This is an optimization exercise on Yosys and OpenROAD, whose aim is small area, not a production implementation. In this exercise RTL edits were held to simulation tests only and were not proved equivalent to the original. No activity file was given, so power comes from the tool's default toggle rates.

## design/flow/config.mk

```make
export PLATFORM = sky130hd
export DESIGN_NAME = gain
export DESIGN_NICKNAME = gain
export VERILOG_FILES = /design/flow/design.v
export SDC_FILE = /design/flow/constraint.sdc
export NUM_CORES = 4
export LEC_CHECK = 0
export ABC_AREA = 1
export CAP_MARGIN = 20
export CORE_MARGIN = 2
export CORE_UTILIZATION = 65
export CTS_BUF_LIST = sky130_fd_sc_hd__clkbuf_4
export SETUP_SLACK_MARGIN = 0.05
export SLEW_MARGIN = 20
export SYNTH_HIERARCHICAL = 1
export SYNTH_MINIMUM_KEEP_SIZE = 0
```

## design/flow/constraint.sdc

```tcl
create_clock -name core_clock -period 6.4 [get_ports {clk}]
set_input_delay 1.2800 -clock core_clock [delete_from_list [all_inputs] [get_ports {clk}]]
set_output_delay 1.2800 -clock core_clock [all_outputs]
set_load 0.01 [all_outputs]
```

## design/flow/design.v

```verilog
module gainAvs   
  #( parameter int COEF_WDT = 16 )   
   ( input  logic                      clk,
     input  logic                      reset,     
     input  logic                      avsWr,
     input  logic           [ 31 : 0 ] avsWrData,
     output logic           [ 31 : 0 ] avsRdData,
     output logic [ COEF_WDT - 1 : 0 ] coef );    
   always_ff @( posedge clk, posedge reset )
   if ( reset ) begin
      avsRdData <= '0;
      coef      <= ( COEF_WDT )'( 2 ** ( COEF_WDT / 2 ) );  
   end else begin
      if ( avsWr ) begin
         if ( COEF_WDT == 32 ) begin
            coef <= avsWrData;
         end else begin  
            if ( |avsWrData[ 31 : COEF_WDT ] )  
               coef <= '1;
            else
               coef <= avsWrData[ COEF_WDT - 1 : 0 ];
         end
      end
      avsRdData <= { { 32 - COEF_WDT { 1'b0 } }, coef };
   end
endmodule
module gainMult
   ( input  logic                   clk,
     input  logic                   reset,
     input  logic                   st,
     input  logic signed [ 15 : 0 ] a,
     input  logic        [ 15 : 0 ] coef,
     output logic                   rdy,
     output logic signed [ 15 : 0 ] y );
   logic          [ 1 : 0 ] rdyReg;
   logic         [ 15 : 0 ] aReg;
   logic         [ 23 : 8 ] nP;       
   logic         [ 23 : 8 ] P;
   logic         [ 14 : 0 ] aMag;     
   logic         [ 15 : 0 ] cSuf;     
   logic                    big, neg, ovf;
   logic          [ 7 : 0 ] bOne, bTwo, bNeg;   
   logic [ 16 : 0 ] ra, rb, rs;
   logic [ 16 : 0 ] pg, pp_;
   logic pp1, pp2, pp3, pp4, pp5, pp6, pp7, pp8, pp9, pp10, pp11, pp12, pp13, pp14, pp15, pp16;
   logic pp17, pp18, pp19, pp20, pp21, pp22, pp23, pp24, pp25, pp26, pp27, pp28, pp29, pp30, pp31, pp32;
   logic pp33, pp34, pp35, pp36, pp37, pp38, pp39, pp40, pp41, pp42, pp43, pp44, pp45, pp46, pp47, pp48;
   logic pp49, pp50, pp51, pp52, pp53, pp54, pp55, pp56, pp57, pp58, pp59, pp60, pp61, pp62, pp63, pp64;
   logic pp65, pp66, pp67, pp68, pp69, pp70, pp71, pp72, pp73, pp74, pp75, pp76, pp77, pp78, pp79, pp80;
   logic pp81, pp82, pp83, pp84, pp85, pp86, pp87, pp88, pp89, pp90, pp91, pp92, pp93, pp94, pp95, pp96;
   logic pp97, pp98, pp99, pp100, pp101, pp102, pp103, pp104, pp105, pp106, pp107, pp108, pp109, pp110, pp111, pp112;
   logic pp113, pp114, pp115, pp116, pp117, pp118, pp119, pp120, pp121, pp122, pp123, pp124, s125, c126, s127, c128;
   logic s129, c130, s131, c132, s133, c134, s135, c136, s137, c138, s139, c140, s141, c142, s143, c144;
   logic s145, c146, s147, c148, s149, c150, s151, c152, s153, c154, s155, c156, s157, c158, s159, c160;
   logic s161, c162, s163, c164, s165, c166, s167, c168, s169, c170, s171, c172, s173, c174, s175, c176;
   logic s177, c178, s179, c180, s181, c182, s183, c184, s185, c186, s187, c188, s189, c190, s191, c192;
   logic s193, c194, s195, c196, s197, c198, s199, c200, s201, c202, s203, c204, s205, c206, s207, c208;
   logic s209, c210, s211, c212, s213, c214, s215, c216, s217, c218, s219, c220, s221, c222, s223, c224;
   logic s225, c226, s227, c228, s229, c230, s231, c232, s233, c234, s235, c236, s237, c238, s239, c240;
   logic s241, c242, s243, c244, s245, c246, s247, c248, s249, c250, s251, c252, s253, c254, s255, c256;
   logic s257, c258, s259, c260, s261, c262, s263, c264, s265, c266, s267, c268, s269, c270, s271, c272;
   logic s273, c274, s275, c276, s277, c278, s279, c280, s281, c282, s283, c284, s285, c286, s287, c288;
   logic s289, c290, s291, c292, s293, c294, s295, c296, s297, c298, s299, c300, s301, c302, s303, c304;
   logic s305, c306, s307, c308, s309, c310, s311, c312, s313, c314, s315, c316, s317, c318, s319, c320;
   logic s321, c322, s323, c324, s325, c326, s327, c328, s329, c330, c331, c332, s333, c334, s335, c336;
   logic s337, c338, s339, c340, s341, c342, s343, c344, pG345, pP346, pG347, pP348, pG349, pP350, pG351, pP352;
   logic pG353, pP354, pG355, pP356, pG357, pP358, pG359, pP360, pG361, pP362, pG363, pP364, pG365, pP366, pG367, pP368;
   logic pG369, pP370, pG371, pP372, pG373, pP374, pG375, pP376, pG377, pP378, pG379, pP380, pG381, pP382, pG383, pP384;
   logic pG385, pP386, pG387, pP388, pG389, pP390, pG391, pP392, pG393, pP394, pG395, pP396, pG397, pP398;
   always_ff @( posedge clk )
      aReg <= a;
   assign bOne[ 0 ] = aReg[ 0 ] ^ 1'b0;
   assign bTwo[ 0 ] = ( aReg[ 1 ] & ~aReg[ 0 ] & ~1'b0 ) | ( ~aReg[ 1 ] & aReg[ 0 ] & 1'b0 );
   assign bNeg[ 0 ] = aReg[ 1 ];
   assign pp1 = ( ( bOne[ 0 ] & coef[ 0 ] ) ) ^ bNeg[ 0 ];
   assign pp2 = ( ( bOne[ 0 ] & coef[ 1 ] ) | ( bTwo[ 0 ] & coef[ 0 ] ) ) ^ bNeg[ 0 ];
   assign pp3 = ( ( bOne[ 0 ] & coef[ 2 ] ) | ( bTwo[ 0 ] & coef[ 1 ] ) ) ^ bNeg[ 0 ];
   assign pp4 = ( ( bOne[ 0 ] & coef[ 3 ] ) | ( bTwo[ 0 ] & coef[ 2 ] ) ) ^ bNeg[ 0 ];
   assign pp5 = ( ( bOne[ 0 ] & coef[ 4 ] ) | ( bTwo[ 0 ] & coef[ 3 ] ) ) ^ bNeg[ 0 ];
   assign pp6 = ( ( bOne[ 0 ] & coef[ 5 ] ) | ( bTwo[ 0 ] & coef[ 4 ] ) ) ^ bNeg[ 0 ];
   assign pp7 = ( ( bOne[ 0 ] & coef[ 6 ] ) | ( bTwo[ 0 ] & coef[ 5 ] ) ) ^ bNeg[ 0 ];
   assign pp8 = ( ( bOne[ 0 ] & coef[ 7 ] ) | ( bTwo[ 0 ] & coef[ 6 ] ) ) ^ bNeg[ 0 ];
   assign pp9 = ( ( bOne[ 0 ] & coef[ 8 ] ) | ( bTwo[ 0 ] & coef[ 7 ] ) ) ^ bNeg[ 0 ];
   assign pp10 = ( ( bOne[ 0 ] & coef[ 9 ] ) | ( bTwo[ 0 ] & coef[ 8 ] ) ) ^ bNeg[ 0 ];
   assign pp11 = ( ( bOne[ 0 ] & coef[ 10 ] ) | ( bTwo[ 0 ] & coef[ 9 ] ) ) ^ bNeg[ 0 ];
   assign pp12 = ( ( bOne[ 0 ] & coef[ 11 ] ) | ( bTwo[ 0 ] & coef[ 10 ] ) ) ^ bNeg[ 0 ];
   assign pp13 = ( ( bOne[ 0 ] & coef[ 12 ] ) | ( bTwo[ 0 ] & coef[ 11 ] ) ) ^ bNeg[ 0 ];
   assign pp14 = ( ( bOne[ 0 ] & coef[ 13 ] ) | ( bTwo[ 0 ] & coef[ 12 ] ) ) ^ bNeg[ 0 ];
   assign pp15 = ( ( bOne[ 0 ] & coef[ 14 ] ) | ( bTwo[ 0 ] & coef[ 13 ] ) ) ^ bNeg[ 0 ];
   assign pp16 = ( ( bOne[ 0 ] & coef[ 15 ] ) | ( bTwo[ 0 ] & coef[ 14 ] ) ) ^ bNeg[ 0 ];
   assign pp17 = ( ( bTwo[ 0 ] & coef[ 15 ] ) ) ^ bNeg[ 0 ];
   assign pp18 = ~bNeg[ 0 ];
   assign bOne[ 1 ] = aReg[ 2 ] ^ aReg[ 1 ];
   assign bTwo[ 1 ] = ( aReg[ 3 ] & ~aReg[ 2 ] & ~aReg[ 1 ] ) | ( ~aReg[ 3 ] & aReg[ 2 ] & aReg[ 1 ] );
   assign bNeg[ 1 ] = aReg[ 3 ];
   assign pp19 = ( ( bOne[ 1 ] & coef[ 0 ] ) ) ^ bNeg[ 1 ];
   assign pp20 = ( ( bOne[ 1 ] & coef[ 1 ] ) | ( bTwo[ 1 ] & coef[ 0 ] ) ) ^ bNeg[ 1 ];
   assign pp21 = ( ( bOne[ 1 ] & coef[ 2 ] ) | ( bTwo[ 1 ] & coef[ 1 ] ) ) ^ bNeg[ 1 ];
   assign pp22 = ( ( bOne[ 1 ] & coef[ 3 ] ) | ( bTwo[ 1 ] & coef[ 2 ] ) ) ^ bNeg[ 1 ];
   assign pp23 = ( ( bOne[ 1 ] & coef[ 4 ] ) | ( bTwo[ 1 ] & coef[ 3 ] ) ) ^ bNeg[ 1 ];
   assign pp24 = ( ( bOne[ 1 ] & coef[ 5 ] ) | ( bTwo[ 1 ] & coef[ 4 ] ) ) ^ bNeg[ 1 ];
   assign pp25 = ( ( bOne[ 1 ] & coef[ 6 ] ) | ( bTwo[ 1 ] & coef[ 5 ] ) ) ^ bNeg[ 1 ];
   assign pp26 = ( ( bOne[ 1 ] & coef[ 7 ] ) | ( bTwo[ 1 ] & coef[ 6 ] ) ) ^ bNeg[ 1 ];
   assign pp27 = ( ( bOne[ 1 ] & coef[ 8 ] ) | ( bTwo[ 1 ] & coef[ 7 ] ) ) ^ bNeg[ 1 ];
   assign pp28 = ( ( bOne[ 1 ] & coef[ 9 ] ) | ( bTwo[ 1 ] & coef[ 8 ] ) ) ^ bNeg[ 1 ];
   assign pp29 = ( ( bOne[ 1 ] & coef[ 10 ] ) | ( bTwo[ 1 ] & coef[ 9 ] ) ) ^ bNeg[ 1 ];
   assign pp30 = ( ( bOne[ 1 ] & coef[ 11 ] ) | ( bTwo[ 1 ] & coef[ 10 ] ) ) ^ bNeg[ 1 ];
   assign pp31 = ( ( bOne[ 1 ] & coef[ 12 ] ) | ( bTwo[ 1 ] & coef[ 11 ] ) ) ^ bNeg[ 1 ];
   assign pp32 = ( ( bOne[ 1 ] & coef[ 13 ] ) | ( bTwo[ 1 ] & coef[ 12 ] ) ) ^ bNeg[ 1 ];
   assign pp33 = ( ( bOne[ 1 ] & coef[ 14 ] ) | ( bTwo[ 1 ] & coef[ 13 ] ) ) ^ bNeg[ 1 ];
   assign pp34 = ( ( bOne[ 1 ] & coef[ 15 ] ) | ( bTwo[ 1 ] & coef[ 14 ] ) ) ^ bNeg[ 1 ];
   assign pp35 = ( ( bTwo[ 1 ] & coef[ 15 ] ) ) ^ bNeg[ 1 ];
   assign pp36 = ~bNeg[ 1 ];
   assign bOne[ 2 ] = aReg[ 4 ] ^ aReg[ 3 ];
   assign bTwo[ 2 ] = ( aReg[ 5 ] & ~aReg[ 4 ] & ~aReg[ 3 ] ) | ( ~aReg[ 5 ] & aReg[ 4 ] & aReg[ 3 ] );
   assign bNeg[ 2 ] = aReg[ 5 ];
   assign pp37 = ( ( bOne[ 2 ] & coef[ 0 ] ) ) ^ bNeg[ 2 ];
   assign pp38 = ( ( bOne[ 2 ] & coef[ 1 ] ) | ( bTwo[ 2 ] & coef[ 0 ] ) ) ^ bNeg[ 2 ];
   assign pp39 = ( ( bOne[ 2 ] & coef[ 2 ] ) | ( bTwo[ 2 ] & coef[ 1 ] ) ) ^ bNeg[ 2 ];
   assign pp40 = ( ( bOne[ 2 ] & coef[ 3 ] ) | ( bTwo[ 2 ] & coef[ 2 ] ) ) ^ bNeg[ 2 ];
   assign pp41 = ( ( bOne[ 2 ] & coef[ 4 ] ) | ( bTwo[ 2 ] & coef[ 3 ] ) ) ^ bNeg[ 2 ];
   assign pp42 = ( ( bOne[ 2 ] & coef[ 5 ] ) | ( bTwo[ 2 ] & coef[ 4 ] ) ) ^ bNeg[ 2 ];
   assign pp43 = ( ( bOne[ 2 ] & coef[ 6 ] ) | ( bTwo[ 2 ] & coef[ 5 ] ) ) ^ bNeg[ 2 ];
   assign pp44 = ( ( bOne[ 2 ] & coef[ 7 ] ) | ( bTwo[ 2 ] & coef[ 6 ] ) ) ^ bNeg[ 2 ];
   assign pp45 = ( ( bOne[ 2 ] & coef[ 8 ] ) | ( bTwo[ 2 ] & coef[ 7 ] ) ) ^ bNeg[ 2 ];
   assign pp46 = ( ( bOne[ 2 ] & coef[ 9 ] ) | ( bTwo[ 2 ] & coef[ 8 ] ) ) ^ bNeg[ 2 ];
   assign pp47 = ( ( bOne[ 2 ] & coef[ 10 ] ) | ( bTwo[ 2 ] & coef[ 9 ] ) ) ^ bNeg[ 2 ];
   assign pp48 = ( ( bOne[ 2 ] & coef[ 11 ] ) | ( bTwo[ 2 ] & coef[ 10 ] ) ) ^ bNeg[ 2 ];
   assign pp49 = ( ( bOne[ 2 ] & coef[ 12 ] ) | ( bTwo[ 2 ] & coef[ 11 ] ) ) ^ bNeg[ 2 ];
   assign pp50 = ( ( bOne[ 2 ] & coef[ 13 ] ) | ( bTwo[ 2 ] & coef[ 12 ] ) ) ^ bNeg[ 2 ];
   assign pp51 = ( ( bOne[ 2 ] & coef[ 14 ] ) | ( bTwo[ 2 ] & coef[ 13 ] ) ) ^ bNeg[ 2 ];
   assign pp52 = ( ( bOne[ 2 ] & coef[ 15 ] ) | ( bTwo[ 2 ] & coef[ 14 ] ) ) ^ bNeg[ 2 ];
   assign pp53 = ( ( bTwo[ 2 ] & coef[ 15 ] ) ) ^ bNeg[ 2 ];
   assign pp54 = ~bNeg[ 2 ];
   assign bOne[ 3 ] = aReg[ 6 ] ^ aReg[ 5 ];
   assign bTwo[ 3 ] = ( aReg[ 7 ] & ~aReg[ 6 ] & ~aReg[ 5 ] ) | ( ~aReg[ 7 ] & aReg[ 6 ] & aReg[ 5 ] );
   assign bNeg[ 3 ] = aReg[ 7 ];
   assign pp55 = ( ( bOne[ 3 ] & coef[ 0 ] ) ) ^ bNeg[ 3 ];
   assign pp56 = ( ( bOne[ 3 ] & coef[ 1 ] ) | ( bTwo[ 3 ] & coef[ 0 ] ) ) ^ bNeg[ 3 ];
   assign pp57 = ( ( bOne[ 3 ] & coef[ 2 ] ) | ( bTwo[ 3 ] & coef[ 1 ] ) ) ^ bNeg[ 3 ];
   assign pp58 = ( ( bOne[ 3 ] & coef[ 3 ] ) | ( bTwo[ 3 ] & coef[ 2 ] ) ) ^ bNeg[ 3 ];
   assign pp59 = ( ( bOne[ 3 ] & coef[ 4 ] ) | ( bTwo[ 3 ] & coef[ 3 ] ) ) ^ bNeg[ 3 ];
   assign pp60 = ( ( bOne[ 3 ] & coef[ 5 ] ) | ( bTwo[ 3 ] & coef[ 4 ] ) ) ^ bNeg[ 3 ];
   assign pp61 = ( ( bOne[ 3 ] & coef[ 6 ] ) | ( bTwo[ 3 ] & coef[ 5 ] ) ) ^ bNeg[ 3 ];
   assign pp62 = ( ( bOne[ 3 ] & coef[ 7 ] ) | ( bTwo[ 3 ] & coef[ 6 ] ) ) ^ bNeg[ 3 ];
   assign pp63 = ( ( bOne[ 3 ] & coef[ 8 ] ) | ( bTwo[ 3 ] & coef[ 7 ] ) ) ^ bNeg[ 3 ];
   assign pp64 = ( ( bOne[ 3 ] & coef[ 9 ] ) | ( bTwo[ 3 ] & coef[ 8 ] ) ) ^ bNeg[ 3 ];
   assign pp65 = ( ( bOne[ 3 ] & coef[ 10 ] ) | ( bTwo[ 3 ] & coef[ 9 ] ) ) ^ bNeg[ 3 ];
   assign pp66 = ( ( bOne[ 3 ] & coef[ 11 ] ) | ( bTwo[ 3 ] & coef[ 10 ] ) ) ^ bNeg[ 3 ];
   assign pp67 = ( ( bOne[ 3 ] & coef[ 12 ] ) | ( bTwo[ 3 ] & coef[ 11 ] ) ) ^ bNeg[ 3 ];
   assign pp68 = ( ( bOne[ 3 ] & coef[ 13 ] ) | ( bTwo[ 3 ] & coef[ 12 ] ) ) ^ bNeg[ 3 ];
   assign pp69 = ( ( bOne[ 3 ] & coef[ 14 ] ) | ( bTwo[ 3 ] & coef[ 13 ] ) ) ^ bNeg[ 3 ];
   assign pp70 = ( ( bOne[ 3 ] & coef[ 15 ] ) | ( bTwo[ 3 ] & coef[ 14 ] ) ) ^ bNeg[ 3 ];
   assign pp71 = ( ( bTwo[ 3 ] & coef[ 15 ] ) ) ^ bNeg[ 3 ];
   assign pp72 = ~bNeg[ 3 ];
   assign bOne[ 4 ] = aReg[ 8 ] ^ aReg[ 7 ];
   assign bTwo[ 4 ] = ( aReg[ 9 ] & ~aReg[ 8 ] & ~aReg[ 7 ] ) | ( ~aReg[ 9 ] & aReg[ 8 ] & aReg[ 7 ] );
   assign bNeg[ 4 ] = aReg[ 9 ];
   assign pp73 = ( ( bOne[ 4 ] & coef[ 0 ] ) ) ^ bNeg[ 4 ];
   assign pp74 = ( ( bOne[ 4 ] & coef[ 1 ] ) | ( bTwo[ 4 ] & coef[ 0 ] ) ) ^ bNeg[ 4 ];
   assign pp75 = ( ( bOne[ 4 ] & coef[ 2 ] ) | ( bTwo[ 4 ] & coef[ 1 ] ) ) ^ bNeg[ 4 ];
   assign pp76 = ( ( bOne[ 4 ] & coef[ 3 ] ) | ( bTwo[ 4 ] & coef[ 2 ] ) ) ^ bNeg[ 4 ];
   assign pp77 = ( ( bOne[ 4 ] & coef[ 4 ] ) | ( bTwo[ 4 ] & coef[ 3 ] ) ) ^ bNeg[ 4 ];
   assign pp78 = ( ( bOne[ 4 ] & coef[ 5 ] ) | ( bTwo[ 4 ] & coef[ 4 ] ) ) ^ bNeg[ 4 ];
   assign pp79 = ( ( bOne[ 4 ] & coef[ 6 ] ) | ( bTwo[ 4 ] & coef[ 5 ] ) ) ^ bNeg[ 4 ];
   assign pp80 = ( ( bOne[ 4 ] & coef[ 7 ] ) | ( bTwo[ 4 ] & coef[ 6 ] ) ) ^ bNeg[ 4 ];
   assign pp81 = ( ( bOne[ 4 ] & coef[ 8 ] ) | ( bTwo[ 4 ] & coef[ 7 ] ) ) ^ bNeg[ 4 ];
   assign pp82 = ( ( bOne[ 4 ] & coef[ 9 ] ) | ( bTwo[ 4 ] & coef[ 8 ] ) ) ^ bNeg[ 4 ];
   assign pp83 = ( ( bOne[ 4 ] & coef[ 10 ] ) | ( bTwo[ 4 ] & coef[ 9 ] ) ) ^ bNeg[ 4 ];
   assign pp84 = ( ( bOne[ 4 ] & coef[ 11 ] ) | ( bTwo[ 4 ] & coef[ 10 ] ) ) ^ bNeg[ 4 ];
   assign pp85 = ( ( bOne[ 4 ] & coef[ 12 ] ) | ( bTwo[ 4 ] & coef[ 11 ] ) ) ^ bNeg[ 4 ];
   assign pp86 = ( ( bOne[ 4 ] & coef[ 13 ] ) | ( bTwo[ 4 ] & coef[ 12 ] ) ) ^ bNeg[ 4 ];
   assign pp87 = ( ( bOne[ 4 ] & coef[ 14 ] ) | ( bTwo[ 4 ] & coef[ 13 ] ) ) ^ bNeg[ 4 ];
   assign pp88 = ( ( bOne[ 4 ] & coef[ 15 ] ) | ( bTwo[ 4 ] & coef[ 14 ] ) ) ^ bNeg[ 4 ];
   assign bOne[ 5 ] = aReg[ 10 ] ^ aReg[ 9 ];
   assign bTwo[ 5 ] = ( aReg[ 11 ] & ~aReg[ 10 ] & ~aReg[ 9 ] ) | ( ~aReg[ 11 ] & aReg[ 10 ] & aReg[ 9 ] );
   assign bNeg[ 5 ] = aReg[ 11 ];
   assign pp89 = ( ( bOne[ 5 ] & coef[ 0 ] ) ) ^ bNeg[ 5 ];
   assign pp90 = ( ( bOne[ 5 ] & coef[ 1 ] ) | ( bTwo[ 5 ] & coef[ 0 ] ) ) ^ bNeg[ 5 ];
   assign pp91 = ( ( bOne[ 5 ] & coef[ 2 ] ) | ( bTwo[ 5 ] & coef[ 1 ] ) ) ^ bNeg[ 5 ];
   assign pp92 = ( ( bOne[ 5 ] & coef[ 3 ] ) | ( bTwo[ 5 ] & coef[ 2 ] ) ) ^ bNeg[ 5 ];
   assign pp93 = ( ( bOne[ 5 ] & coef[ 4 ] ) | ( bTwo[ 5 ] & coef[ 3 ] ) ) ^ bNeg[ 5 ];
   assign pp94 = ( ( bOne[ 5 ] & coef[ 5 ] ) | ( bTwo[ 5 ] & coef[ 4 ] ) ) ^ bNeg[ 5 ];
   assign pp95 = ( ( bOne[ 5 ] & coef[ 6 ] ) | ( bTwo[ 5 ] & coef[ 5 ] ) ) ^ bNeg[ 5 ];
   assign pp96 = ( ( bOne[ 5 ] & coef[ 7 ] ) | ( bTwo[ 5 ] & coef[ 6 ] ) ) ^ bNeg[ 5 ];
   assign pp97 = ( ( bOne[ 5 ] & coef[ 8 ] ) | ( bTwo[ 5 ] & coef[ 7 ] ) ) ^ bNeg[ 5 ];
   assign pp98 = ( ( bOne[ 5 ] & coef[ 9 ] ) | ( bTwo[ 5 ] & coef[ 8 ] ) ) ^ bNeg[ 5 ];
   assign pp99 = ( ( bOne[ 5 ] & coef[ 10 ] ) | ( bTwo[ 5 ] & coef[ 9 ] ) ) ^ bNeg[ 5 ];
   assign pp100 = ( ( bOne[ 5 ] & coef[ 11 ] ) | ( bTwo[ 5 ] & coef[ 10 ] ) ) ^ bNeg[ 5 ];
   assign pp101 = ( ( bOne[ 5 ] & coef[ 12 ] ) | ( bTwo[ 5 ] & coef[ 11 ] ) ) ^ bNeg[ 5 ];
   assign pp102 = ( ( bOne[ 5 ] & coef[ 13 ] ) | ( bTwo[ 5 ] & coef[ 12 ] ) ) ^ bNeg[ 5 ];
   assign bOne[ 6 ] = aReg[ 12 ] ^ aReg[ 11 ];
   assign bTwo[ 6 ] = ( aReg[ 13 ] & ~aReg[ 12 ] & ~aReg[ 11 ] ) | ( ~aReg[ 13 ] & aReg[ 12 ] & aReg[ 11 ] );
   assign bNeg[ 6 ] = aReg[ 13 ];
   assign pp103 = ( ( bOne[ 6 ] & coef[ 0 ] ) ) ^ bNeg[ 6 ];
   assign pp104 = ( ( bOne[ 6 ] & coef[ 1 ] ) | ( bTwo[ 6 ] & coef[ 0 ] ) ) ^ bNeg[ 6 ];
   assign pp105 = ( ( bOne[ 6 ] & coef[ 2 ] ) | ( bTwo[ 6 ] & coef[ 1 ] ) ) ^ bNeg[ 6 ];
   assign pp106 = ( ( bOne[ 6 ] & coef[ 3 ] ) | ( bTwo[ 6 ] & coef[ 2 ] ) ) ^ bNeg[ 6 ];
   assign pp107 = ( ( bOne[ 6 ] & coef[ 4 ] ) | ( bTwo[ 6 ] & coef[ 3 ] ) ) ^ bNeg[ 6 ];
   assign pp108 = ( ( bOne[ 6 ] & coef[ 5 ] ) | ( bTwo[ 6 ] & coef[ 4 ] ) ) ^ bNeg[ 6 ];
   assign pp109 = ( ( bOne[ 6 ] & coef[ 6 ] ) | ( bTwo[ 6 ] & coef[ 5 ] ) ) ^ bNeg[ 6 ];
   assign pp110 = ( ( bOne[ 6 ] & coef[ 7 ] ) | ( bTwo[ 6 ] & coef[ 6 ] ) ) ^ bNeg[ 6 ];
   assign pp111 = ( ( bOne[ 6 ] & coef[ 8 ] ) | ( bTwo[ 6 ] & coef[ 7 ] ) ) ^ bNeg[ 6 ];
   assign pp112 = ( ( bOne[ 6 ] & coef[ 9 ] ) | ( bTwo[ 6 ] & coef[ 8 ] ) ) ^ bNeg[ 6 ];
   assign pp113 = ( ( bOne[ 6 ] & coef[ 10 ] ) | ( bTwo[ 6 ] & coef[ 9 ] ) ) ^ bNeg[ 6 ];
   assign pp114 = ( ( bOne[ 6 ] & coef[ 11 ] ) | ( bTwo[ 6 ] & coef[ 10 ] ) ) ^ bNeg[ 6 ];
   assign bOne[ 7 ] = aReg[ 14 ] ^ aReg[ 13 ];
   assign bTwo[ 7 ] = ( aReg[ 15 ] & ~aReg[ 14 ] & ~aReg[ 13 ] ) | ( ~aReg[ 15 ] & aReg[ 14 ] & aReg[ 13 ] );
   assign bNeg[ 7 ] = aReg[ 15 ];
   assign pp115 = ( ( bOne[ 7 ] & coef[ 0 ] ) ) ^ bNeg[ 7 ];
   assign pp116 = ( ( bOne[ 7 ] & coef[ 1 ] ) | ( bTwo[ 7 ] & coef[ 0 ] ) ) ^ bNeg[ 7 ];
   assign pp117 = ( ( bOne[ 7 ] & coef[ 2 ] ) | ( bTwo[ 7 ] & coef[ 1 ] ) ) ^ bNeg[ 7 ];
   assign pp118 = ( ( bOne[ 7 ] & coef[ 3 ] ) | ( bTwo[ 7 ] & coef[ 2 ] ) ) ^ bNeg[ 7 ];
   assign pp119 = ( ( bOne[ 7 ] & coef[ 4 ] ) | ( bTwo[ 7 ] & coef[ 3 ] ) ) ^ bNeg[ 7 ];
   assign pp120 = ( ( bOne[ 7 ] & coef[ 5 ] ) | ( bTwo[ 7 ] & coef[ 4 ] ) ) ^ bNeg[ 7 ];
   assign pp121 = ( ( bOne[ 7 ] & coef[ 6 ] ) | ( bTwo[ 7 ] & coef[ 5 ] ) ) ^ bNeg[ 7 ];
   assign pp122 = ( ( bOne[ 7 ] & coef[ 7 ] ) | ( bTwo[ 7 ] & coef[ 6 ] ) ) ^ bNeg[ 7 ];
   assign pp123 = ( ( bOne[ 7 ] & coef[ 8 ] ) | ( bTwo[ 7 ] & coef[ 7 ] ) ) ^ bNeg[ 7 ];
   assign pp124 = ( ( bOne[ 7 ] & coef[ 9 ] ) | ( bTwo[ 7 ] & coef[ 8 ] ) ) ^ bNeg[ 7 ];
   gainHa ha126 ( bNeg[ 5 ], pp11, s125, c126 );
   gainHa ha128 ( pp12, pp28, s127, c128 );
   gainFa fa130 ( bNeg[ 6 ], pp13, pp29, s129, c130 );
   gainHa ha132 ( pp45, pp61, s131, c132 );
   gainFa fa134 ( pp14, pp30, pp46, s133, c134 );
   gainHa ha136 ( pp62, pp78, s135, c136 );
   gainFa fa138 ( bNeg[ 7 ], pp15, pp31, s137, c138 );
   gainFa fa140 ( pp47, pp63, pp79, s139, c140 );
   gainHa ha142 ( pp93, pp105, s141, c142 );
   gainFa fa144 ( pp16, pp32, pp48, s143, c144 );
   gainFa fa146 ( pp64, pp80, pp94, s145, c146 );
   gainHa ha148 ( pp106, pp116, s147, c148 );
   gainFa fa150 ( pp17, pp33, pp49, s149, c150 );
   gainFa fa152 ( pp65, pp81, pp95, s151, c152 );
   gainHa ha154 ( pp107, pp117, s153, c154 );
   gainFa fa156 ( 1'b1, pp18, pp34, s155, c156 );
   gainFa fa158 ( pp50, pp66, pp82, s157, c158 );
   gainFa fa160 ( pp96, pp108, pp118, s159, c160 );
   gainFa fa162 ( 1'b1, pp35, pp51, s161, c162 );
   gainFa fa164 ( pp67, pp83, pp97, s163, c164 );
   gainHa ha166 ( pp109, pp119, s165, c166 );
   gainFa fa168 ( pp36, pp52, pp68, s167, c168 );
   gainFa fa170 ( pp84, pp98, pp110, s169, c170 );
   gainFa fa172 ( 1'b1, pp53, pp69, s171, c172 );
   gainHa ha174 ( pp85, pp99, s173, c174 );
   gainFa fa176 ( pp54, pp70, pp86, s175, c176 );
   gainHa ha178 ( 1'b1, pp71, s177, c178 );
   gainHa ha180 ( bNeg[ 3 ], pp7, s179, c180 );
   gainHa ha182 ( pp8, pp24, s181, c182 );
   gainFa fa184 ( bNeg[ 4 ], pp9, pp25, s183, c184 );
   gainHa ha186 ( pp41, pp57, s185, c186 );
   gainFa fa188 ( pp10, pp26, pp42, s187, c188 );
   gainHa ha190 ( pp58, pp74, s189, c190 );
   gainFa fa192 ( pp27, pp43, pp59, s191, c192 );
   gainFa fa194 ( pp75, pp89, s125, s193, c194 );
   gainFa fa196 ( pp44, pp60, pp76, s195, c196 );
   gainFa fa198 ( pp90, s127, c126, s197, c198 );
   gainFa fa200 ( pp77, pp91, pp103, s199, c200 );
   gainFa fa202 ( s131, c128, s129, s201, c202 );
   gainFa fa204 ( pp92, pp104, s135, s203, c204 );
   gainFa fa206 ( c132, c130, s133, s205, c206 );
   gainFa fa208 ( pp115, s141, c136, s207, c208 );
   gainFa fa210 ( c134, s137, s139, s209, c210 );
   gainFa fa212 ( s147, c142, c138, s211, c212 );
   gainFa fa214 ( c140, s143, s145, s213, c214 );
   gainFa fa216 ( s153, c148, c144, s215, c216 );
   gainFa fa218 ( c146, s149, s151, s217, c218 );
   gainFa fa220 ( c154, c150, c152, s219, c220 );
   gainFa fa222 ( s155, s157, s159, s221, c222 );
   gainFa fa224 ( s165, c156, c158, s223, c224 );
   gainFa fa226 ( c160, s161, s163, s225, c226 );
   gainFa fa228 ( pp120, c166, c162, s227, c228 );
   gainFa fa230 ( c164, s167, s169, s229, c230 );
   gainFa fa232 ( pp111, pp121, s173, s231, c232 );
   gainFa fa234 ( c168, c170, s171, s233, c234 );
   gainFa fa236 ( pp100, pp112, pp122, s235, c236 );
   gainFa fa238 ( c174, c172, s175, s237, c238 );
   gainFa fa240 ( pp87, pp101, pp113, s239, c240 );
   gainFa fa242 ( pp123, s177, c176, s241, c242 );
   gainFa fa244 ( pp72, pp88, pp102, s243, c244 );
   gainFa fa246 ( pp114, pp124, c178, s245, c246 );
   gainHa ha248 ( bNeg[ 2 ], pp5, s247, c248 );
   gainHa ha250 ( pp6, pp22, s249, c250 );
   gainFa fa252 ( pp23, pp39, pp55, s251, c252 );
   gainFa fa254 ( pp40, pp56, s181, s253, c254 );
   gainFa fa256 ( pp73, s185, c182, s255, c256 );
   gainFa fa258 ( s189, c186, c184, s257, c258 );
   gainFa fa260 ( c190, c188, s191, s259, c260 );
   gainFa fa262 ( c192, s195, c194, s261, c262 );
   gainFa fa264 ( c196, s199, c198, s263, c264 );
   gainFa fa266 ( c200, s203, c202, s265, c266 );
   gainFa fa268 ( c204, s207, c206, s267, c268 );
   gainFa fa270 ( c208, s211, c210, s269, c270 );
   gainFa fa272 ( c212, s215, c214, s271, c272 );
   gainFa fa274 ( c216, s219, c218, s273, c274 );
   gainFa fa276 ( c220, s223, c222, s275, c276 );
   gainFa fa278 ( c224, s227, c226, s277, c278 );
   gainFa fa280 ( s231, c228, c230, s279, c280 );
   gainFa fa282 ( s235, c232, c234, s281, c282 );
   gainFa fa284 ( c236, s239, s241, s283, c284 );
   gainFa fa286 ( c240, s243, s245, s285, c286 );
   gainHa ha288 ( bNeg[ 1 ], pp3, s287, c288 );
   gainHa ha290 ( pp4, pp20, s289, c290 );
   gainFa fa292 ( pp21, pp37, s247, s291, c292 );
   gainFa fa294 ( pp38, s249, c248, s293, c294 );
   gainFa fa296 ( s179, c250, s251, s295, c296 );
   gainFa fa298 ( c180, c252, s253, s297, c298 );
   gainFa fa300 ( s183, c254, s255, s299, c300 );
   gainFa fa302 ( s187, c256, s257, s301, c302 );
   gainFa fa304 ( s193, c258, s259, s303, c304 );
   gainFa fa306 ( s197, c260, s261, s305, c306 );
   gainFa fa308 ( s201, c262, s263, s307, c308 );
   gainFa fa310 ( s205, c264, s265, s309, c310 );
   gainFa fa312 ( s209, c266, s267, s311, c312 );
   gainFa fa314 ( s213, c268, s269, s313, c314 );
   gainFa fa316 ( s217, c270, s271, s315, c316 );
   gainFa fa318 ( s221, c272, s273, s317, c318 );
   gainFa fa320 ( s225, c274, s275, s319, c320 );
   gainFa fa322 ( s229, c276, s277, s321, c322 );
   gainFa fa324 ( s233, c278, s279, s323, c324 );
   gainFa fa326 ( s237, c280, s281, s325, c326 );
   gainFa fa328 ( c238, c282, s283, s327, c328 );
   gainFa fa330 ( c242, s285, c284, s329, c330 );
   assign c331 = bNeg[ 0 ] & pp1;
   assign c332 = pp2 & c331;
   gainFa fa334 ( pp19, s287, c332, s333, c334 );
   gainFa fa336 ( s289, c288, c334, s335, c336 );
   gainFa fa338 ( s291, c290, c336, s337, c338 );
   gainFa fa340 ( s293, c292, c338, s339, c340 );
   gainFa fa342 ( s295, c294, c340, s341, c342 );
   gainFa fa344 ( s297, c296, c342, s343, c344 );
   assign ra = { s329, s327, s325, s323, s321, s319, s317, s315, s313, s311, s309, s307, s305, s303, s301, s299, 1'b1 };
   assign rb = { c328, c326, c324, c322, c320, c318, c316, c314, c312, c310, c308, c306, c304, c302, c300, c298, c344 };
   assign pg[ 0 ] = ra[ 0 ] & rb[ 0 ];
   assign pp_[ 0 ] = ra[ 0 ] ^ rb[ 0 ];
   assign pg[ 1 ] = ra[ 1 ] & rb[ 1 ];
   assign pp_[ 1 ] = ra[ 1 ] ^ rb[ 1 ];
   assign pg[ 2 ] = ra[ 2 ] & rb[ 2 ];
   assign pp_[ 2 ] = ra[ 2 ] ^ rb[ 2 ];
   assign pg[ 3 ] = ra[ 3 ] & rb[ 3 ];
   assign pp_[ 3 ] = ra[ 3 ] ^ rb[ 3 ];
   assign pg[ 4 ] = ra[ 4 ] & rb[ 4 ];
   assign pp_[ 4 ] = ra[ 4 ] ^ rb[ 4 ];
   assign pg[ 5 ] = ra[ 5 ] & rb[ 5 ];
   assign pp_[ 5 ] = ra[ 5 ] ^ rb[ 5 ];
   assign pg[ 6 ] = ra[ 6 ] & rb[ 6 ];
   assign pp_[ 6 ] = ra[ 6 ] ^ rb[ 6 ];
   assign pg[ 7 ] = ra[ 7 ] & rb[ 7 ];
   assign pp_[ 7 ] = ra[ 7 ] ^ rb[ 7 ];
   assign pg[ 8 ] = ra[ 8 ] & rb[ 8 ];
   assign pp_[ 8 ] = ra[ 8 ] ^ rb[ 8 ];
   assign pg[ 9 ] = ra[ 9 ] & rb[ 9 ];
   assign pp_[ 9 ] = ra[ 9 ] ^ rb[ 9 ];
   assign pg[ 10 ] = ra[ 10 ] & rb[ 10 ];
   assign pp_[ 10 ] = ra[ 10 ] ^ rb[ 10 ];
   assign pg[ 11 ] = ra[ 11 ] & rb[ 11 ];
   assign pp_[ 11 ] = ra[ 11 ] ^ rb[ 11 ];
   assign pg[ 12 ] = ra[ 12 ] & rb[ 12 ];
   assign pp_[ 12 ] = ra[ 12 ] ^ rb[ 12 ];
   assign pg[ 13 ] = ra[ 13 ] & rb[ 13 ];
   assign pp_[ 13 ] = ra[ 13 ] ^ rb[ 13 ];
   assign pg[ 14 ] = ra[ 14 ] & rb[ 14 ];
   assign pp_[ 14 ] = ra[ 14 ] ^ rb[ 14 ];
   assign pg[ 15 ] = ra[ 15 ] & rb[ 15 ];
   assign pp_[ 15 ] = ra[ 15 ] ^ rb[ 15 ];
   assign pg[ 16 ] = ra[ 16 ] & rb[ 16 ];
   assign pp_[ 16 ] = ra[ 16 ] ^ rb[ 16 ];
   assign pG345 = pg[ 1 ] | ( pp_[ 1 ] & pg[ 0 ] );
   assign pP346 = pp_[ 1 ] & pp_[ 0 ];
   assign pG347 = pg[ 3 ] | ( pp_[ 3 ] & pg[ 2 ] );
   assign pP348 = pp_[ 3 ] & pp_[ 2 ];
   assign pG349 = pg[ 5 ] | ( pp_[ 5 ] & pg[ 4 ] );
   assign pP350 = pp_[ 5 ] & pp_[ 4 ];
   assign pG351 = pg[ 7 ] | ( pp_[ 7 ] & pg[ 6 ] );
   assign pP352 = pp_[ 7 ] & pp_[ 6 ];
   assign pG353 = pg[ 9 ] | ( pp_[ 9 ] & pg[ 8 ] );
   assign pP354 = pp_[ 9 ] & pp_[ 8 ];
   assign pG355 = pg[ 11 ] | ( pp_[ 11 ] & pg[ 10 ] );
   assign pP356 = pp_[ 11 ] & pp_[ 10 ];
   assign pG357 = pg[ 13 ] | ( pp_[ 13 ] & pg[ 12 ] );
   assign pP358 = pp_[ 13 ] & pp_[ 12 ];
   assign pG359 = pg[ 15 ] | ( pp_[ 15 ] & pg[ 14 ] );
   assign pP360 = pp_[ 15 ] & pp_[ 14 ];
   assign pG361 = pG347 | ( pP348 & pG345 );
   assign pP362 = pP348 & pP346;
   assign pG363 = pG351 | ( pP352 & pG349 );
   assign pP364 = pP352 & pP350;
   assign pG365 = pG355 | ( pP356 & pG353 );
   assign pP366 = pP356 & pP354;
   assign pG367 = pG359 | ( pP360 & pG357 );
   assign pP368 = pP360 & pP358;
   assign pG369 = pG363 | ( pP364 & pG361 );
   assign pP370 = pP364 & pP362;
   assign pG371 = pG367 | ( pP368 & pG365 );
   assign pP372 = pP368 & pP366;
   assign pG373 = pG371 | ( pP372 & pG369 );
   assign pP374 = pP372 & pP370;
   assign pG375 = pG365 | ( pP366 & pG369 );
   assign pP376 = pP366 & pP370;
   assign pG377 = pG349 | ( pP350 & pG361 );
   assign pP378 = pP350 & pP362;
   assign pG379 = pG353 | ( pP354 & pG369 );
   assign pP380 = pP354 & pP370;
   assign pG381 = pG357 | ( pP358 & pG375 );
   assign pP382 = pP358 & pP376;
   assign pG383 = pg[ 2 ] | ( pp_[ 2 ] & pG345 );
   assign pP384 = pp_[ 2 ] & pP346;
   assign pG385 = pg[ 4 ] | ( pp_[ 4 ] & pG361 );
   assign pP386 = pp_[ 4 ] & pP362;
   assign pG387 = pg[ 6 ] | ( pp_[ 6 ] & pG377 );
   assign pP388 = pp_[ 6 ] & pP378;
   assign pG389 = pg[ 8 ] | ( pp_[ 8 ] & pG369 );
   assign pP390 = pp_[ 8 ] & pP370;
   assign pG391 = pg[ 10 ] | ( pp_[ 10 ] & pG379 );
   assign pP392 = pp_[ 10 ] & pP380;
   assign pG393 = pg[ 12 ] | ( pp_[ 12 ] & pG375 );
   assign pP394 = pp_[ 12 ] & pP376;
   assign pG395 = pg[ 14 ] | ( pp_[ 14 ] & pG381 );
   assign pP396 = pp_[ 14 ] & pP382;
   assign pG397 = pg[ 16 ] | ( pp_[ 16 ] & pG373 );
   assign pP398 = pp_[ 16 ] & pP374;
   assign rs[ 0 ] = 1'b0;
   assign rs[ 1 ] = pp_[ 1 ] ^ pg[ 0 ];
   assign rs[ 2 ] = pp_[ 2 ] ^ pG345;
   assign rs[ 3 ] = pp_[ 3 ] ^ pG383;
   assign rs[ 4 ] = pp_[ 4 ] ^ pG361;
   assign rs[ 5 ] = pp_[ 5 ] ^ pG385;
   assign rs[ 6 ] = pp_[ 6 ] ^ pG377;
   assign rs[ 7 ] = pp_[ 7 ] ^ pG387;
   assign rs[ 8 ] = pp_[ 8 ] ^ pG369;
   assign rs[ 9 ] = pp_[ 9 ] ^ pG389;
   assign rs[ 10 ] = pp_[ 10 ] ^ pG379;
   assign rs[ 11 ] = pp_[ 11 ] ^ pG391;
   assign rs[ 12 ] = pp_[ 12 ] ^ pG375;
   assign rs[ 13 ] = pp_[ 13 ] ^ pG393;
   assign rs[ 14 ] = pp_[ 14 ] ^ pG381;
   assign rs[ 15 ] = pp_[ 15 ] ^ pG395;
   assign rs[ 16 ] = pp_[ 16 ] ^ pG373;
   assign nP[ 23 : 8 ] = rs[ 16 : 1 ];
   assign P = nP;
   assign aMag = aReg[ 14 : 0 ] ^ { 15{ aReg[ 15 ] } };
   assign cSuf[ 15 ] = coef[ 15 ];
   for ( genvar k = 14; k >= 0; k-- ) begin : gSuf
      assign cSuf[ k ] = cSuf[ k + 1 ] | coef[ k ];
   end
   assign big = |( aMag[ 14 : 8 ] & { cSuf[ 9 ], cSuf[ 10 ], cSuf[ 11 ], cSuf[ 12 ], cSuf[ 13 ], cSuf[ 14 ], cSuf[ 15 ] } );
   assign neg = aReg[ 15 ] & cSuf[ 0 ];
   assign ovf = big | ( P[ 23 ] ^ neg );
   always_ff @( posedge clk, posedge reset )
   if ( reset ) begin
      y      <= '0;
      rdyReg <= '0;
   end else begin
      rdyReg <= { rdyReg[ 0 ], st };
      if ( ovf )
         y <= { neg, { 15{ ~neg } } };
      else
         y <= P[ 23 : 8 ];
   end
   assign rdy = rdyReg[ 1 ];
endmodule
module gainFa
   ( input  logic a, b, ci,
     output logic s, co );
   assign s  = a ^ b ^ ci;
   assign co = ( a & b ) | ( a & ci ) | ( b & ci );
endmodule
module gainHa
   ( input  logic a, b,
     output logic s, co );
   assign s  = a ^ b;
   assign co = a & b;
endmodule
module gain
   ( input  logic                 clk,
     input  logic                 reset,
     input  logic                 avsWr,
     input  logic        [ 31 : 0 ] avsWrData,
     output logic        [ 31 : 0 ] avsRdData,
     input  logic                 st,
     input  logic signed [ 15 : 0 ] a,
     output logic                 rdy,
     output logic signed [ 15 : 0 ] y );
   logic [ 15 : 0 ] coef;
   gainAvs #( .COEF_WDT ( 16 ) ) gainAvsInst
      ( .clk       ( clk       ),
        .reset     ( reset     ),
        .avsWr     ( avsWr     ),
        .avsWrData ( avsWrData ),
        .avsRdData ( avsRdData ),
        .coef      ( coef      ) );
   gainMult gainMultInst
      ( .clk   ( clk                ),
        .reset ( reset              ),
        .st    ( st                 ),
        .a     ( a                  ),
        .coef  ( avsRdData[ 15 : 0 ] ),
        .rdy   ( rdy                ),
        .y     ( y                  ) );
endmodule
```

## design/flow/run.sh

```bash
#!/bin/bash
# synth_recipe.tcl (not shown) runs the flow's synth.tcl, then flattens the netlist and writes it again
# the make line also repeats each setting of config.mk as NAME=value (left out here)
make -C /OpenROAD-flow-scripts/flow DESIGN_CONFIG=/design/flow/config.mk WORK_HOME=/design/flow/orfs CLKGATE_MAP_FILE= SYNTH_SCRIPT=/design/flow/synth_recipe.tcl finish
```

==> run_results.csv, run 1 <==
group,metric,value,unit
place,numPortBuffers,84,
timing,setup_viol,0,
place,dpl.hpwl,14000,um
synthesis,syn_inst,807,
hold_path,hold_depth,0,
drt,ant_nets,0,
timing,finalHoldViolCount,0,
clocking,cts_hold_buf,0,
finish,n_antenna_cell,0,
finish,utilization,75.1,%
synthesis,ys_warn_count,8,
synthesis,synth-seq-area-share,20.9,%
power,p_per_area,459,nW/um2
synthesis,ys_seq_elements,66,
synthesis,synth.most_common_cell,"xor2_1",
synthesis,synth_area_per_cell,9.31,um2
timing,slew_headroom,52.5,%
clocking,clock_latency,0.46,ns
drt,via_per_inst,5.83,
synthesis,yosys.area.top_type,"fa_1",
finish,drive_above_1_share,7.92,%
drt,route.detailed.wl_per_inst,17.4,um
global_route,use_met3,5.77,%
drt,routed_wl,17900,um
floorplan,num_io_pins,101,
status,status,"timing/DRC/antenna clean",
global_route,gr-total-overflow,0,
critical_path,path_max_fanout,16,
finish,layout.cells.non_filler,1027,
drt,drt_first_pass_iters,5,
place,place_ws,0.723,ns
synthesis,ys_top_cells_by_area,"fa_1 26%, dfrtp_1 16%, xor2_1 14%",
timing,fin_ws,0.668,ns
floorplan,die_area,12400,um2
timing,finalSetupTns,0,ns
drt,drt_iter0_drc,407,
synthesis,synth_flop_cell,"dfrtp_1",
critical_path,r2r_start,"gainMultInst.aReg[1]",
critical_path,end_kind,"register",
power,total_power,3.92,mW
finish,area.growth.synth_to_final,13.7,%
place,dp_cells,1011,
hold_path,min_from,"gainMultInst.rdyReg[0]",
synthesis,synth_area,7510,um2
finish,fin_nets,1064,
critical_path,crit_type,"register to register",
clocking,h-tree-depth,3,
drt,vias,5989,
timing,fmax,174,MHz
global_route,met2_usage,52.4,%
floorplan,die_h,111,um
floorplan,rows,39,
clocking,cts.reportedPaths.clkPinSlew,0.12,ns
power,power_leakage,3.71,nW
timing,period_share,89.6,%
critical_path,worst_ep_arrival_time,6.09,ns
place,postPlaceCellArea,8420,um2
floorplan,initial_utilization,66.1,%
hold_path,holdPathEnd,"gainMultInst.rdyReg[1]",
floorplan,die_w,111,um
synthesis,synth_common_cells,"123 x xor2_1, 107 x o22ai_1, 99 x fa_1",
timing,finalMaxSlewViolations,0,
synthesis,ys_types,36,
clocking,cts_root_buffer,"clkbuf_4",
global_route,grt-busiest-layer,"met2",
drt,drc_errors,0,
critical_path,reg2reg_depth,24,
global_route,grt_pass1_wl,30100,um
place,place_congestion,0.899,
critical_path,worstSetupStartpointType,"register",
finish,design_area,8540,um2
global_route,grt_max_degree,33,
timing,skew,0.0143,ns
synthesis,synth_edf_count,0,
power,vdd_ir_drop_max,0.596,mV
clocking,cts_tree,"built",
synthesis,synth_top_area_share,26.4,%
floorplan,fp.coreArea,11400,um2
global_route,grtUsageTotal,30.6,%
timing,period_needed,5.73,ns
timing,grt_setup_unrepaired,"no",
critical_path,cp.required,6.75,ns
timing,worst_pin_slew,0.712,ns
clocking,clock_sinks,66,
critical_path,rrSetupSlack,0.67,ns
global_route,antenna_found_initial,0,
clocking,cts.path.max_buffers,2,
global_route,grt_pass1_vias,6239,
clocking,post_cts_buffers,0,
timing,timing.hold.ws,0.363,ns
flow_run,drv_cap,0,
clocking,numCtsBuffers,9,
clocking,ctsResizeCount,0,
synthesis,async_reset_ff_share,75.8,%
hold_path,hp-class,"register to register",
critical_path,crit-reg2reg-capture,"gainMultInst.y[14]",
global_route,met1_usage,37.5,%
## registers in the layout (all words and copies together), names as in the netlist
| signal | cells |
|---|---|
| gainMultInst.aReg | 16 |
| gainAvsInst.avsRdData | 16 |
| gainMultInst.rdyReg | 2 |
| gainAvsInst.coef | 16 |
| gainMultInst.y | 16 |
## placed cells by master, fill, tap and decap left out, types with 10 or more instances in the layout
cell and count:
or2_1 10, xor2_1 123, nand2_1 87, dfxtp_1 16, dfrtp_1 49, ha_1 34
nand3_1 43, buf_4 26, fa_1 99, clkbuf_4 10, nor2_1 51, a21oi_1 12
inv_1 63, conb_1 20, clkdlybuf4s50_1 84, o22ai_1 107
## per-module statistics from Yosys (local to each module, per instance), a selection
module | copies in the design | cells inside
gainFa | 91 | 1
gainHa | 18 | 1
gainMult | 1 | 549
## cells by family (layout without fill, tap and decap cells)
kind of cell	count (synthesis)	after routing	synth area share (%)
AO/OA/AOI/OAI	133	133	11.0
multiplexers	1	1	0.133
adder cells (fa/ha/maj)	133	133	32.1
flip-flops	66	66	20.9
other	2	20	0.100
AND/OR/NAND/NOR	209	209	12.6
XOR/XNOR	125	125	14.6
buffers and inverters	138	197	8.55
## metal layers
layer,vias up,part of all wire (%)
met2,237,51
li1,2750,-
met3,52,5.8
met5,-,0
met1,2950,40
met4,0,4.0
## worst max-delay path by stage
stage / startpoint / endpoint
3_3_place_gp: gainMultInst.aReg[1] / gainMultInst.y[14]
3_5_place_dp: gainMultInst.aReg[1] / gainMultInst.y[14]
5_1_grt: gainMultInst.aReg[1] / gainMultInst.y[14]
2_1_floorplan: gainAvsInst.avsRdData[1] / gainMultInst.y[14]
6_report: gainMultInst.aReg[1] / gainMultInst.y[14]
4_1_cts: gainMultInst.aReg[1] / gainMultInst.y[14]
## cell type report
class / instances / area, um2
clock inverters: 6 / 43.8
repair buffers: 110 / 1040
flip-flops and latches: 66 / 1570
fillers: 858 / 2830
clock buffers: 10 / 75.1
inverters: 71 / 267
well taps: 143 / 179
multi-input cells: 621 / 5360
## critical path, stage by stage, from the launching register on
cell     delay, ns
dfxtp_1       0.37
buf_4         0.27
nand2_1       0.11
o22ai_1       0.15
xor2_1        0.16
ha_1          0.26
fa_1          0.41
fa_1          0.40
fa_1          0.41
fa_1          0.40
fa_1          0.39
fa_1          0.37
inv_1         0.07
fa_1          0.18
inv_1         0.06
nand3_1       0.06
nand2_1       0.13
nand2_1       0.12
a21oi_1       0.08
or2_2         0.31
a31o_2        0.22
fa_1          0.37
xor2_1        0.17
nand3_1       0.08
nand2_1       0.05
## power by group
| part | switching [mW] | total (mW) | internal [mW] |
|---|---|---|---|
| clock | 0.166 | 0.250 | 0.0842 |
| sequential | 0.00919 | 0.438 | 0.429 |
| combinational | 1.84 | 3.23 | 1.39 |
| total | 2.01 | 3.92 | 1.90 |
==> run 2: changes to the inputs <==
--- a/design/flow/config.mk
+++ b/design/flow/config.mk
@@ -11,4 +11,5 @@
 export CORE_UTILIZATION = 65
 export CTS_BUF_LIST = sky130_fd_sc_hd__clkbuf_4
+export CTS_CLUSTER_SIZE = 8
 export SETUP_SLACK_MARGIN = 0.05
 export SLEW_MARGIN = 20
==> run 2 against run 1 <==
Clock power barely moved. Final cell count did not move. Die area did not move. Register-to-register slack barely moved. Routed wire length did not move. Synthesized cell count did not move. Synthesized area did not move. Critical path type unchanged. Largest power group unchanged. Highest routed layer unchanged.
==> run_results.csv, run 2 <==
group,metric,value,unit
drt,via_per_inst,5.83,
global_route,antenna_found_initial,0,
global_route,grt_pass1_wl,30100,um
synthesis,synth_edf_count,0,
finish,utilization,75.1,%
floorplan,rows,39,
status,status,"timing/DRC/antenna clean",
critical_path,max_stage_delay,0.41,ns
timing,timing.hold.ws,0.363,ns
timing,period_needed,5.73,ns
critical_path,worstSetupStartpointType,"register",
timing,fin_ws,0.668,ns
synthesis,ys_top_cells_by_area,"fa_1 26%, dfrtp_1 16%, xor2_1 14%",
clocking,h-tree-depth,3,
timing,grt_setup_unrepaired,"no",
drt,drc_errors,0,
timing,worst_pin_slew,0.712,ns
clocking,cts.reportedPaths.clkPinSlew,0.12,ns
timing,setup_viol,0,
finish,area.growth.synth_to_final,13.7,%
drt,drt_first_pass_iters,5,
power,p_per_area,459,nW/um2
finish,seq_area,1570,um2
synthesis,ys_seq_elements,66,
critical_path,crit_type,"register to register",
critical_path,path_max_fanout,16,
synthesis,synth_top_area_share,26.4,%
global_route,grtUsageTotal,30.6,%
clocking,cts_root_buffer,"clkbuf_4",
power,power_leakage,3.71,nW
critical_path,crit_top_cell,"fa_1",
finish,design_area,8540,um2
finish,fin_nets,1064,
drt,routed_wl,17900,um
finish,layout_common_cells,"123 x xor2_1, 107 x o22ai_1, 99 x fa_1",
place,postPlaceCellArea,8420,um2
floorplan,initial_utilization,66.1,%
flow_run,drv_cap,0,
finish,n_antenna_cell,0,
finish,multi_input_area,5360,um2
timing,finalMaxSlewViolations,0,
clocking,cts_tree,"built",
global_route,grt_max_degree,33,
hold_path,hp-class,"register to register",
clocking,clock_sinks,66,
floorplan,num_io_pins,101,
global_route,gr-total-overflow,0,
floorplan,fp.coreArea,11400,um2
critical_path,cp_slowest_cell,"fa_1",
synthesis,syn_inst,807,
place,place_congestion,0.899,
critical_path,cp.required,6.75,ns
floorplan,die_h,111,um
place,dpl.hpwl,14000,um
clocking,numCtsBuffers,9,
floorplan,die_w,111,um
timing,slew_headroom,52.5,%
clocking,cts.path.max_buffers,2,
synthesis,synth_common_cells,"123 x xor2_1, 107 x o22ai_1, 99 x fa_1",
critical_path,path_buf_inv,3,
synthesis,ys_types,36,
synthesis,synth_flop_cell,"dfrtp_1",
synthesis,synth_area,7510,um2
global_route,grt_pass1_vias,6239,
clocking,ctsResizeCount,0,
critical_path,worst_ep_arrival_time,6.09,ns
timing,fmax,174,MHz
place,numPortBuffers,84,
critical_path,end_kind,"register",
finish,fillers,858,
synthesis,ys_warn_count,8,
finish,final_common_cell,"xor2_1",
drt,route.detailed.wl_per_inst,17.4,um
synthesis,async_reset_ff_share,75.8,%
synthesis,synth_area_per_cell,9.31,um2
drt,drt_iter0_drc,407,
synthesis,synth-seq-area-share,20.9,%
timing,finalSetupTns,0,ns
clocking,cts_hold_buf,0,
clocking,post_cts_buffers,0,
synthesis,synth.most_common_cell,"xor2_1",
timing,finalHoldViolCount,0,
critical_path,crit_family,"adder cells",
critical_path,path_cells,"buf_4 -> nand2_1 -> o22ai_1 -> xor2_1 -> ha_1 -> fa_1 -> fa_1 -> fa_1 -> fa_1 -> fa_1 -> fa_1 -> inv_1 -> fa_1 -> inv_1 -> nand3_1 -> nand2_1 -> nand2_1 -> a21oi_1 -> or2_2 -> a31o_2 -> fa_1 -> xor2_1 -> nand3_1 -> nand2_1",
clocking,clock_latency,0.46,ns
drt,vias,5989,
drt,ant_nets,0,
timing,period_share,89.6,%
timing,skew,0.0143,ns
floorplan,die_area,12400,um2
place,place_ws,0.723,ns
synthesis,yosys.area.top_type,"fa_1",
finish,drive_above_1_share,7.92,%
power,vdd_ir_drop_max,0.596,mV
-- run 2: cell counts after synthesis --
No cell type changed its count.
-- run 2: path summary, 6_finish.rpt --
| check | to | slack, ns | cells after the start | start |
|---|---|---|---|---|
| worst min-delay path | gainMultInst.rdyReg[1] | 0.36 | 0 | gainMultInst.rdyReg[0] |
| worst max register to register | gainMultInst.y[14] | 0.67 | 24 | gainMultInst.aReg[1] |
| worst min register to register | gainMultInst.rdyReg[1] | 0.36 | 0 | gainMultInst.rdyReg[0] |
| min in group asynchronous | gainAvsInst.coef[9] | 1.21 | 3 | reset |
| worst max-delay path | gainMultInst.y[14] | 0.67 | 24 | gainMultInst.aReg[1] |
| max in group asynchronous | gainMultInst.y[10] | 4.70 | 2 | reset |
-- run 2: Yosys stat by module (local to each module, per instance), a selection --
module	area (um2)	flip-flops and latches	times used	cells
gainFa	20.0	0	91	1
gainHa	12.5	0	18	1
gainMult	4070	34	1	549
-- run 2: final cells by class --
class / instances / area share (%)
clock buffer: 10 / 0.880
clock inverter: 6 / 0.513
inverter: 71 / 3.12
multi-input combinational: 621 / 62.8
sequential: 66 / 18.4
tap: 143 / 2.10
timing repair buffer: 110 / 12.1
-- run 2: kinds of logic (layout without fill, tap and decap cells) --
family                   count (synthesis)  count (layout)  synth area share [%]
AND/OR/NAND/NOR                        209             209                  12.6
adder cells (fa/ha/maj)                133             133                  32.1
flip-flops                              66              66                  20.9
multiplexers                             1               1                 0.133
XOR/XNOR                               125             125                  14.6
buffers and inverters                  138             197                  8.55
other                                    2              20                 0.100
AO/OA/AOI/OAI                          133             133                  11.0
-- run 2: metal layers --
metal | track usage, % | vias to the layer above | wire [um]
met5 | 0 | - | 0
met3 | 5.77 | 52 | 1040
met4 | 14.4 | 0 | 708
met1 | 37.5 | 2950 | 7070
li1 | - | 2750 | -
met2 | 52.4 | 237 | 9070
-- run 2: report_power, final --
group	internal, mW	switching (mW)
registers	0.429	0.00919
clock network	0.0842	0.166
logic	1.39	1.84
-- run 2: through the flow --
step / power (mW) / std cells
after CTS: 3.96 / 1027
after global routing: 4.43 / 1027
after detailed placement: 3.69 / 1011
after global placement: 3.55 / 1011
after floorplan: 3.01 / 825
final: 3.92 / 1027
==> run 3: changes to the inputs <==
--- a/design/flow/config.mk
+++ b/design/flow/config.mk
@@ -9,7 +9,5 @@
 export CAP_MARGIN = 20
 export CORE_MARGIN = 2
-export CORE_UTILIZATION = 65
-export CTS_BUF_LIST = sky130_fd_sc_hd__clkbuf_4
-export CTS_CLUSTER_SIZE = 8
+export CORE_UTILIZATION = 40
 export SETUP_SLACK_MARGIN = 0.05
 export SLEW_MARGIN = 20
==> run 3 against run 2 <==
Synthesized area unchanged. Worst setup slack worse by 0.037 ns. Critical path type unchanged. Via count shrank 3.9%. Die area grew 60%. Register-to-register slack got worse by 0.04 ns. Sequential power is essentially flat. Largest cell class unchanged. First-iteration DRC count is 2.2% lower. Sequential cell count is the same.
==> run_results.csv, run 3 <==
group,metric,value,unit
floorplan,fp.coreArea,18600,um2
critical_path,crit_type,"register to register",
synthesis,ys_types,36,
place,numPortBuffers,84,
timing,skew,0.0106,ns
timing,finalSetupTns,0,ns
global_route,antenna_found_initial,0,
synthesis,synth.most_common_cell,"xor2_1",
clocking,clock_sinks,66,
power,p_per_area,468,nW/um2
timing,fmax,173,MHz
clocking,cts_hold_buf,0,
global_route,grt_pass1_vias,5813,
synthesis,synth_top_area_share,26.4,%
floorplan,initial_utilization,40.4,%
drt,vias,5753,
synthesis,synth_edf_count,0,
synthesis,ys_top_cells_by_area,"fa_1 26%, dfrtp_1 16%, xor2_1 14%",
clocking,cts.reportedPaths.clkPinSlew,0.06,ns
finish,area.growth.synth_to_final,17.9,%
synthesis,ys_warn_count,8,
clocking,post_cts_buffers,0,
critical_path,worst_ep_arrival_time,5.99,ns
drt,drc_errors,0,
synthesis,synth-seq-area-share,20.9,%
finish,n_antenna_cell,0,
drt,via_per_inst,5.13,
hold_path,hp-class,"register to register",
finish,layout_common_cells,"123 x xor2_1, 107 x o22ai_1, 99 x fa_1",
finish,fin_nets,1067,
drt,met1_length,8060,um
clocking,numCtsBuffers,9,
drt,dr.max_layer_used,"met4",
timing,worst_pin_slew,0.929,ns
power,total_power,4.14,mW
finish,final_common_cell,"xor2_1",
place,place_ws,0.716,ns
flow_run,drv_cap,0,
timing,finalHoldViolCount,0,
timing,slew_headroom,38.1,%
critical_path,crit_top_cell,"fa_1",
clocking,h-tree-depth,3,
synthesis,syn_inst,807,
timing,finalMaxSlewViolations,0,
synthesis,async_reset_ff_share,75.8,%
drt,ant_nets,0,
power,power_leakage,3.81,nW
critical_path,path_max_fanout,16,
clocking,cts.path.max_buffers,2,
power,vdd_ir_drop_max,0.323,mV
synthesis,synth_area,7510,um2
drt,met2_length,8750,um
critical_path,path_buf_inv,3,
timing,period_share,90.1,%
synthesis,synth_common_cells,"123 x xor2_1, 107 x o22ai_1, 99 x fa_1",
global_route,grt_max_degree,33,
finish,drive_above_1_share,8.23,%
critical_path,crit_family,"adder cells",
global_route,grt_pass1_wl,30500,um
critical_path,path_cells,"inv_1 -> nand2_1 -> o22ai_1 -> xor2_1 -> ha_1 -> fa_1 -> fa_1 -> fa_1 -> fa_1 -> fa_1 -> fa_1 -> inv_1 -> fa_1 -> inv_1 -> nand3_1 -> nand2_1 -> nand2_1 -> a21oi_1 -> or2_2 -> a31o_2 -> fa_1 -> xor2_1 -> nand3_1 -> nand2_1",
drt,drt_first_pass_iters,5,
critical_path,cp_slowest_cell,"fa_1",
place,place_congestion,0.898,
clocking,clock_latency,0.34,ns
timing,grt_setup_unrepaired,"no",
status,status,"timing/DRC/antenna clean",
synthesis,ys_seq_elements,66,
floorplan,rows,50,
drt,drt_iter0_drc,398,
timing,fin_ws,0.631,ns
floorplan,die_area,19900,um2
synthesis,synth_flop_cell,"dfrtp_1",
floorplan,die_w,141,um
drt,routed_wl,18700,um
floorplan,num_io_pins,101,
clocking,ctsResizeCount,0,
clocking,cts_root_buffer,"clkbuf_16",
floorplan,die_h,141,um
critical_path,cp.required,6.62,ns
timing,setup_viol,0,
finish,design_area,8860,um2
global_route,grtUsageTotal,19.7,%
critical_path,max_stage_delay,0.42,ns
timing,period_needed,5.77,ns
drt,wl_met3,1320,um
critical_path,worstSetupStartpointType,"register",
synthesis,synth_area_per_cell,9.31,um2
place,postPlaceCellArea,8550,um2
global_route,gr-total-overflow,0,
place,dpl.hpwl,14500,um
drt,route.detailed.wl_per_inst,16.7,um
clocking,cts_tree,"built",
critical_path,end_kind,"register",
synthesis,yosys.area.top_type,"fa_1",
[run 3: cell counts after synthesis]
Identical to the previous run, type by type.
[run 3: area by class of cell]
cell class	instances	area, um2
Timing Repair Buffer	113	1060
Sequential cell	66	1570
Clock buffer	10	239
Multi-Input combinational cell	621	5360
Inverter	71	267
Fill cell	1764	9720
Tap cell	234	293
Clock inverter	6	65.1
[run 3: per-module statistics from Yosys (local to each module, per instance), excerpt]
| module | cells | times used |
|---|---|---|
| gainFa | 1 | 91 |
| gainMult | 549 | 1 |
| gainHa | 1 | 18 |
[run 3: where the power goes]
group / switching (mW) / internal (mW)
clock network: 0.198 / 0.313
registers: 0.00999 / 0.430
logic: 1.81 / 1.39
total: 2.01 / 2.13
[run 3: per-stage QoR]
step | hold WS, ns | util [%] | cells
2_1_floorplan | 0.331 | - | 825
3_3_place_gp | 0.336 | 46.0 | 1105
3_5_place_dp | 0.339 | 46.0 | 1105
4_1_cts | 0.351 | 47.7 | 1121
5_1_grt | 0.358 | 47.7 | 1121
6_report | 0.349 | 47.7 | 1121
[run 3: logic make-up (layout without fill, tap and decap cells)]
logic type	count (synthesis)	after routing	synth area share, %
buffers and inverters	138	200	8.55
AO/OA/AOI/OAI	133	133	11.0
XOR/XNOR	125	125	14.6
adder cells (fa/ha/maj)	133	133	32.1
AND/OR/NAND/NOR	209	209	12.6
multiplexers	1	1	0.133
other	2	20	0.100
flip-flops	66	66	20.9
[run 3: worst paths after layout]
kind / depth (start not counted) / endpoint / slack (ns) / from
max: 24 / gainMultInst.y[14] / 0.63 / gainMultInst.aReg[0]
min: 0 / gainMultInst.rdyReg[1] / 0.35 / gainMultInst.rdyReg[0]
max reg2reg: 24 / gainMultInst.y[14] / 0.63 / gainMultInst.aReg[0]
min reg2reg: 0 / gainMultInst.rdyReg[1] / 0.35 / gainMultInst.rdyReg[0]
max in group asynchronous: 2 / gainMultInst.y[11] / 4.63 / reset
min in group asynchronous: 2 / gainMultInst.y[15] / 1.35 / reset
[run 3: layer usage]
layer,vias up,track usage [%]
met4,0,7.58
met2,235,32.5
met3,36,4.08
met5,-,0
li1,2750,-
met1,2732,25.6

## re-timing with driven ports
The flow's constraints put no driver on any port. The routed layouts listed below were extracted and timed again, unchanged, in two steps. Step 1 assumes that a clkbuf_16 drives the clock port and a buf_2 every other input. Step 2, shift: input delay + t, output delay - t, t = (earliest + latest rising clock arrival at the registers) / 2. This alone moves slack from input paths to output paths. Three values: ideal, step 1, step 2; two values: the first two.
run	shift t [ns]	setup slack, ns	worst data-port slew with drivers (ns)
run 1	0.487	0.668 / 0.668 / 0.668	0.04
run 2	0.487	0.668 / 0.668 / 0.668	0.04
run 3	0.384	0.631 / 0.631 / 0.631	0.06
After both steps every run listed still meets setup and hold.
